This is an optimization exercise on Yosys and OpenROAD, whose aim is small area, a short achievable clock period and few clock cycles per item, not a production implementation.
Only simulation tests tie the RTL to the original design; equivalence was not proved.

$ cat design/flow/design.v
module Milestone1 (
		input logic Clock,
		input logic Resetn,
		input logic Start,
		output logic Stop,
		output logic   [17:0]   SRAM_address,
		output logic   [15:0]   SRAM_write_data,
		output logic            SRAM_we_n,
		input  logic   [15:0]   SRAM_read_data
);
logic        running;       
logic        vrow;          
logic [4:0]  ph;            
logic [6:0]  c;             
logic [14:0] w;             
logic [2:0]  rdp;           
logic [17:0] rgb;           
wire adv     = running | Start;
wire real_r  = ~vrow;
wire lastrow = real_r & (w >= 15'd19120);
wire c76     = (c <= 7'd76);
wire c77     = (c == 7'd77);
wire c78     = (c == 7'd78);
wire c79     = (c == 7'd79);
wire bnd     = c79 & (ph >= 5'd6);    
wire upre    = (real_r & (c76 | c77)) | (c78 & ~lastrow);        
wire vpre    = (real_r & c76) | (c77 & ~lastrow);                
logic        n_rd, n_wr, n_isy, n_isv, n_yb;
logic [1:0]  n_k;
always_comb begin
	n_rd = 1'b0; n_wr = 1'b0; n_isy = 1'b0; n_isv = 1'b0; n_yb = 1'b0; n_k = 2'd0;
	case (ph)
		5'd0: begin n_rd = upre; n_k = 2'd2; end                         
		5'd1: begin n_rd = real_r; n_isy = 1'b1; n_yb = 1'b1; end         
		5'd2, 5'd3, 5'd7, 5'd8: n_wr = real_r;                            
		5'd4: n_wr = real_r;                                              
		5'd5: begin n_rd = vpre; n_isv = 1'b1; n_k = 2'd3; end            
		5'd6: begin
			if (c79) begin n_rd = ~lastrow; n_isv = 1'b1; n_k = 2'd2; end  
			else begin n_rd = real_r; n_isy = 1'b1; n_k = 2'd1; end       
		end
		5'd9: n_wr = real_r;                                              
		5'd10: begin n_rd = ~lastrow; n_k = 2'd2; end                      
		5'd12: begin n_rd = ~lastrow; n_isv = 1'b1; n_k = 2'd3; end        
		5'd13: begin n_rd = ~lastrow; n_isy = 1'b1; n_k = 2'd1; end        
		default: ;
	endcase
end
wire [14:0] wk   = w + {13'd0, n_k};
wire [17:0] a_uv = (n_isv ? 18'd57600 : 18'd38400) + {3'd0, wk};
wire [17:0] a_rd = n_isy ? {2'd0, wk, n_yb} : a_uv;
wire last_wr = lastrow & c79 & (ph == 5'd10);
always_ff @(posedge Clock or negedge Resetn) begin
	if (~Resetn) begin
		running <= 1'b0; vrow <= 1'b1; ph <= 5'd5; c <= 7'd77; w <= 15'h7ffd;
		rdp <= 3'd0; rgb <= 18'd146944;
		SRAM_address <= 18'd0; SRAM_we_n <= 1'b1; Stop <= 1'b0;
	end else begin
		Stop <= 1'b0;
		rdp <= {rdp[1:0], 1'b0};
		SRAM_we_n <= 1'b1;
		if (adv) begin
			running <= 1'b1;
			if (last_wr) begin
				running <= 1'b0; vrow <= 1'b1; ph <= 5'd5; c <= 7'd77; w <= 15'h7ffd;
				rgb <= 18'd146944;
			end else if ((ph == 5'd9 & ~c79) | ph == 5'd16) begin
				ph <= 5'd0;
				w <= w + 15'd1;
				if (c79) begin c <= 7'd0; vrow <= 1'b0; end
				else c <= c + 7'd1;
			end else ph <= ph + 5'd1;
			if (n_wr) begin
				SRAM_address <= rgb; rgb <= rgb + 18'd1; SRAM_we_n <= 1'b0;
			end else if (n_rd) begin
				SRAM_address <= a_rd;
			end
			rdp[0] <= n_rd & ~n_wr;
			if (lastrow & c79 & (ph == 5'd9)) Stop <= 1'b1;
		end
	end
end
logic [15:0] D;                  
logic [7:0]  pu_hi, pu_lo, pv_hi, pv_lo;
logic [7:0]  ch [0:10];          
logic [9:0]  vhold;              
logic [22:0] yt;                 
logic [8:0]  cu, cv;             
logic        nu, nv;
logic [23:0] o;                  
logic [7:0]  b0;
always_ff @(posedge Clock) begin
	if (rdp[2]) D <= SRAM_read_data;
end
logic        sh;
logic [2:0]  src;    
always_comb begin
	sh = 1'b0; src = 3'd0;
	if (bnd) begin
		sh = 1'b1;
		case (ph)
			5'd6:  src = 3'd3;
			5'd7:  src = 3'd2;
			5'd12: src = 3'd4;
			5'd13: src = 3'd1;
			5'd14: src = 3'd3;
			5'd15: src = 3'd2;
			5'd16: src = 3'd4;
			default: src = 3'd0;
		endcase
	end else begin
		case (ph)
			5'd0: begin sh = 1'b1; src = c79 ? 3'd0 : 3'd1; end
			5'd4: begin sh = 1'b1; src = (c78 | c79) ? 3'd0 : 3'd3; end
			5'd5: begin sh = 1'b1; src = (c78 | c79) ? 3'd0 : 3'd2; end
			5'd9: begin sh = 1'b1; src = (c78 | c79) ? 3'd0 : 3'd4; end
			default: ;
		endcase
	end
end
logic [7:0] chin;
always_comb begin
	case (src)
		3'd1: chin = pu_lo;
		3'd2: chin = pu_hi;
		3'd3: chin = pv_hi;
		3'd4: chin = pv_lo;
		default: chin = ch[1];
	endcase
end
wire ldu = ((ph == 5'd4) & upre) | (bnd & (ph == 5'd14));
wire ldv = ((ph == 5'd9) & vpre & ~c79) | (bnd & ((ph == 5'd12) | (ph == 5'd16)));
integer i;
always_ff @(posedge Clock) begin
	if (adv & sh) begin
		ch[0] <= chin;
		for (i = 1; i <= 10; i = i + 1) ch[i] <= ch[i-1];
	end
	if (adv & ldu) begin pu_hi <= D[15:8]; pu_lo <= D[7:0]; end
	if (adv & ldv) begin pv_hi <= D[15:8]; pv_lo <= D[7:0]; end
end
wire [7:0] ta = ch[10], tb = ch[8], tc = ch[6], td = ch[4], te = ch[2], tf = ch[0];
wire signed [18:0] fs = $signed({11'd0, ta} + {11'd0, tf}) * 19'sd21
                      - $signed({11'd0, tb} + {11'd0, te}) * 19'sd52
                      + $signed({11'd0, tc} + {11'd0, td}) * 19'sd159 + 19'sd128;
wire [9:0] fout = {fs[18], fs[16:8]};
wire odd = (ph == 5'd1) | (ph == 5'd6);
wire [7:0] Yv = odd ? D[7:0] : D[15:8];
always_ff @(posedge Clock) begin
	vhold <= fout;
	yt <= 23'd19071 * Yv;
	if (odd) begin
		cu <= fout[8:0]; nu <= fout[9];
		cv <= vhold[8:0]; nv <= vhold[9];
	end else begin
		cu <= {1'b0, ch[5]}; nu <= 1'b0;
		cv <= {1'b0, ch[6]}; nv <= 1'b0;
	end
end
function automatic [7:0] clip(input logic signed [27:0] x);
	clip = x[27] ? 8'd0 : (|x[26:24]) ? 8'd255 : x[23:16];
endfunction
wire signed [27:0] ys = $signed({3'd0, yt, 2'd0});
wire signed [27:0] us = $signed({19'd0, cu});
wire signed [27:0] vs = $signed({19'd0, cv});
wire signed [27:0] Rs = ys + vs * 28'sd104595 - 28'sd14608704;
wire signed [27:0] Gs = ys - us * 28'sd25624 - vs * 28'sd53281 + 28'sd8879296;
wire signed [27:0] Bs = ys + us * 28'sd132251 - 28'sd18148672;
wire [7:0] R8 = nv ? 8'd0 : clip(Rs);
wire [7:0] G8 = (nu | nv) ? 8'd0 : clip(Gs);
wire [7:0] B8 = nu ? 8'd0 : clip(Bs);
wire ldo = (ph == 5'd1) | (ph == 5'd2) | (ph == 5'd6) | (ph == 5'd7);
always_ff @(posedge Clock) begin
	if (ldo) o <= {R8, G8, B8};
	case (ph)
		5'd2, 5'd7: begin SRAM_write_data <= o[23:8]; b0 <= o[7:0]; end
		5'd3, 5'd8: SRAM_write_data <= {b0, o[23:16]};
		5'd4, 5'd9: SRAM_write_data <= o[15:0];
		default: ;
	endcase
end
endmodule
$ cat design/flow/run.sh
#!/bin/bash
# synth_recipe.tcl (not shown) runs the flow's synth.tcl, then flattens the netlist and writes it again
# the make line also repeats each setting of config.mk as NAME=value (left out here)
make -C /OpenROAD-flow-scripts/flow DESIGN_CONFIG=/design/flow/config.mk WORK_HOME=/design/flow/orfs CLKGATE_MAP_FILE= SYNTH_SCRIPT=/design/flow/synth_recipe.tcl finish
$ cat design/flow/config.mk
export PLATFORM = sky130hd
export DESIGN_NAME = Milestone1
export DESIGN_NICKNAME = Milestone1
export VERILOG_FILES = /design/flow/design.v
export SDC_FILE = /design/flow/constraint.sdc
export NUM_CORES = 4
export LEC_CHECK = 0
export CAP_MARGIN = 20
export CORE_MARGIN = 2
export CORE_UTILIZATION = 30
export PLACE_DENSITY = 0.5
export SLEW_MARGIN = 20
$ cat design/flow/constraint.sdc
create_clock -name core_clock -period 13.0 [get_ports {Clock}]
set_input_delay 2.6000 -clock core_clock [delete_from_list [all_inputs] [get_ports {Clock}]]
set_output_delay 2.6000 -clock core_clock [all_outputs]
set_load 0.01 [all_outputs]
==> run summary <==
-- logic make-up (layout without fill, tap and decap cells) --
kind of cell,after synthesis,after routing,share of synthesized area
DFF,307,307,0.2837
adders and majority gates,733,733,0.3580
xor gates and xnor gates,166,166,0.04926
muxes,54,54,0.02081
AOI/OAI and AO/OA,577,577,0.1262
buffers and inverters,531,624,0.06885
and+or+nand+nor,578,578,0.09310
-- per-layer routing --
layer	up-vias	share of wire	track usage
met4	0	0.021	0.03365
met5	-	0	0
met1	9786	0.49	0.1975
met2	279	0.46	0.2423
li1	10328	-	-
met3	71	0.034	0.01872
-- final timing paths --
kind | start | end | cells after the start
setup / recovery | ch[6][0] | nu | 29
hold / removal | rdp[0] | rdp[1] | 0
setup reg to reg | ch[6][0] | nu | 29
hold reg to reg | rdp[0] | rdp[1] | 0
max in group asynchronous | Resetn | ph[1] | 1
min in group asynchronous | Resetn | SRAM_address[6] | 1
-- flip-flops by register name, summed over array words and instances, names as in the netlist, 3 cells and up --
signal and count:
c 7, cv 9, pv_lo 8, o 24
pv_hi 8, pu_lo 8, D 16, rdp 3
ch 88, SRAM_write_data 16, ph 5, rgb 18
w 15, yt 23, pu_hi 8, b0 8
cu 9, SRAM_address 18, vhold 10
-- per-stage QoR --
stage	std cells	utilization	setup WS, ns
final	4326	0.3365	5.185
after global routing	4326	0.3365	4.539
after CTS	4326	0.3365	5.122
after detailed placement	4258	0.3225	5.189
after global placement	4258	0.3225	5.268
after floorplan	2946	-	5.818
-- cell usage in the layout, fill, tap and decap left out, types with 8 or more instances in the layout --
cell type / synthesis / final
ha_1: 547 / 547
inv_1: 488 / 488
fa_1: 186 / 186
edfxtp_1: 184 / 184
nand2_1: 173 / 173
a21oi_1: 157 / 156
nor2_1: 147 / 146
o21ai_0: 121 / 121
xnor2_1: 106 / 106
xor2_1: 60 / 60
dfxtp_1: 53 / 53
clkdlybuf4s50_1: 0 / 53
nand3_1: 48 / 48
a21o_1: 44 / 44
nor3_1: 45 / 43
dfrtp_1: 42 / 42
o21a_1: 40 / 40
clkbuf_16: 0 / 37
mux2_2: 31 / 31
o21bai_1: 29 / 29
a31oi_1: 29 / 29
dfstp_2: 28 / 28
and3_1: 28 / 28
nand4_1: 23 / 23
a22oi_1: 21 / 21
nor2b_1: 20 / 20
or2_2: 16 / 16
mux2i_1: 16 / 16
a211oi_1: 16 / 16
nand2b_1: 17 / 16
and2_1: 15 / 15
buf_4: 0 / 14
or3_1: 13 / 13
o211ai_1: 12 / 12
o22ai_1: 11 / 11
a211o_1: 10 / 10
nor4_1: 9 / 9
nor3b_1: 8 / 8
-- layout make-up --
type | instances | area share
clock inverters | 24 | 0.01119
repair buffers | 67 | 0.01928
multi-input cells | 2108 | 0.5807
inverters | 489 | 0.05567
flip-flops and latches | 307 | 0.2539
well taps | 1287 | 0.04884
clock buffers | 44 | 0.03040
==> flow_summary.toml <==
[flow_run]
maxCapViolCount = 0

[logic_synthesis]
yosys_warnings = 2
syn_area_per_cell_um2 = 10.02
syn-cell-area_um2 = 29510
synth_most_common_cell = "ha_1"
ys_seq_area_frac = 0.2837
synthTopCellsByArea = "ha_1, edfxtp_1, fa_1"
synth_commonest_cells = "ha_1, inv_1, fa_1"
syn-num-nets = 3698
synth.distinct_cells = 84
synth.top_cell.area_share = 0.2319
yosys_most_used_dff = "edfxtp_1"
ys_seq_elements = 307
synth_top_area_cell = "ha_1"
async_flop_share = 0.2280
postSynthCellCount = 2946
synth_edf_count = 184

[drt]
wl_um = 71390
ant_nets = 0
vias = 20464
drt_iter0_markers = 1107
dr.pass1.iters = 5
wire_per_inst_um = 16.50
route.detailed.drc = 0
vias_per_cell = 4.730

[setup_path]
cpMostUsedCell = "ha_1"
worstPathMaxFanout = 5
cpMaxStageDelayCell = "o41ai_1"
reg2reg_slack_ns = 5.18
end_kind = "flip-flop"
start_kind = "flip-flop"
path_class = "reg -> reg"
critPathMaxStageDelay_ns = 0.58
crit_buf_inv = 4
crit_family = "adder cells"
crit_required_ns = 13.46
arrival_ns = 8.28

[clock_tree]
path_clk_slew_ns = 0.07
cts_tree = "done"
cts_max_level = 2
postCtsSetupRepairBufs = 0
clock_path_buffers = 3
cts_resized = 0
hold_buffers = 0
root_buffer = "clkbuf_16"
clk_latency_ns = 0.59
clock_sinks = 307
cts_buffers = 37

[finish]
seq_area_um2 = 8373
multiInputGateArea_um2 = 19150
final_layout_size_suffix_gt1_frac = 0.06120
layout.nets = 3762
syn_to_final_growth_pct = 11.71
final_area_um2 = 32970
nFillCells = 9976
antenna_cells = 0

[floorplan]
fp.dieArea_um2 = 100900
die_x_um = 317.7
dieHeight_um = 317.7
ioPinCount = 55
start_util = 0.3012
rows = 115
core_region_area_um2 = 97990

[run_status]
outcome = "complete, no violations"

[placement]
place_congestion = 0.8513
place_area_um2 = 31600
portBuffers = 54
dp_hpwl_um = 58480

[grt]
overflow = 0
antenna_found_initial = 2
grt_pass1_vias = 21205
grt_use_total = 0.1444
grt_pass1_wl_um = 116200
grt_max_degree = 78

[sta]
tns_ns = 0
worst_slew_pin_slew_ns = 1.040
finalCritPeriodShare = 0.6012
hold_slack_ns = 0.3544
grt_setup_unrepaired = "false"
fmax_mhz = 128.0
relSlewSlack = 0.3039
fin_skew_ns = 0.03404
hold_viol = 0
setup_viol = 0
fin_crit_ns = 7.815
drv_slew = 0

[min_path]
min_path_type = "reg -> reg"
Testbench counts, summed over its fixed seeds: cycles 774,824, frames 4.

[afterwards: timing with drivers on the ports]
Ports are ideal in the flow. The routed layout listed here was re-timed in OpenROAD. Step 1 assumes that a clkbuf_16 drives the clock port and a buf_2 every other input. Step 2 moves the port delays by t, midway between the first and last clock arrival at a register: inputs arrive t later, outputs are due t later. That takes back most of the time a late clock gives input paths. Three values: ideal, step 1, step 2; two values: the first two.
t (ns): 0.641
slack for setup (ns): 5.185 / 5.185 / 5.185
latest minus earliest clock arrival (ns): 0.035 / 0.036
After both steps setup and hold are still met in this run. For this run, drivers alone change the setup slack by 0.000 ns; drivers and shift together by 0.000 ns.
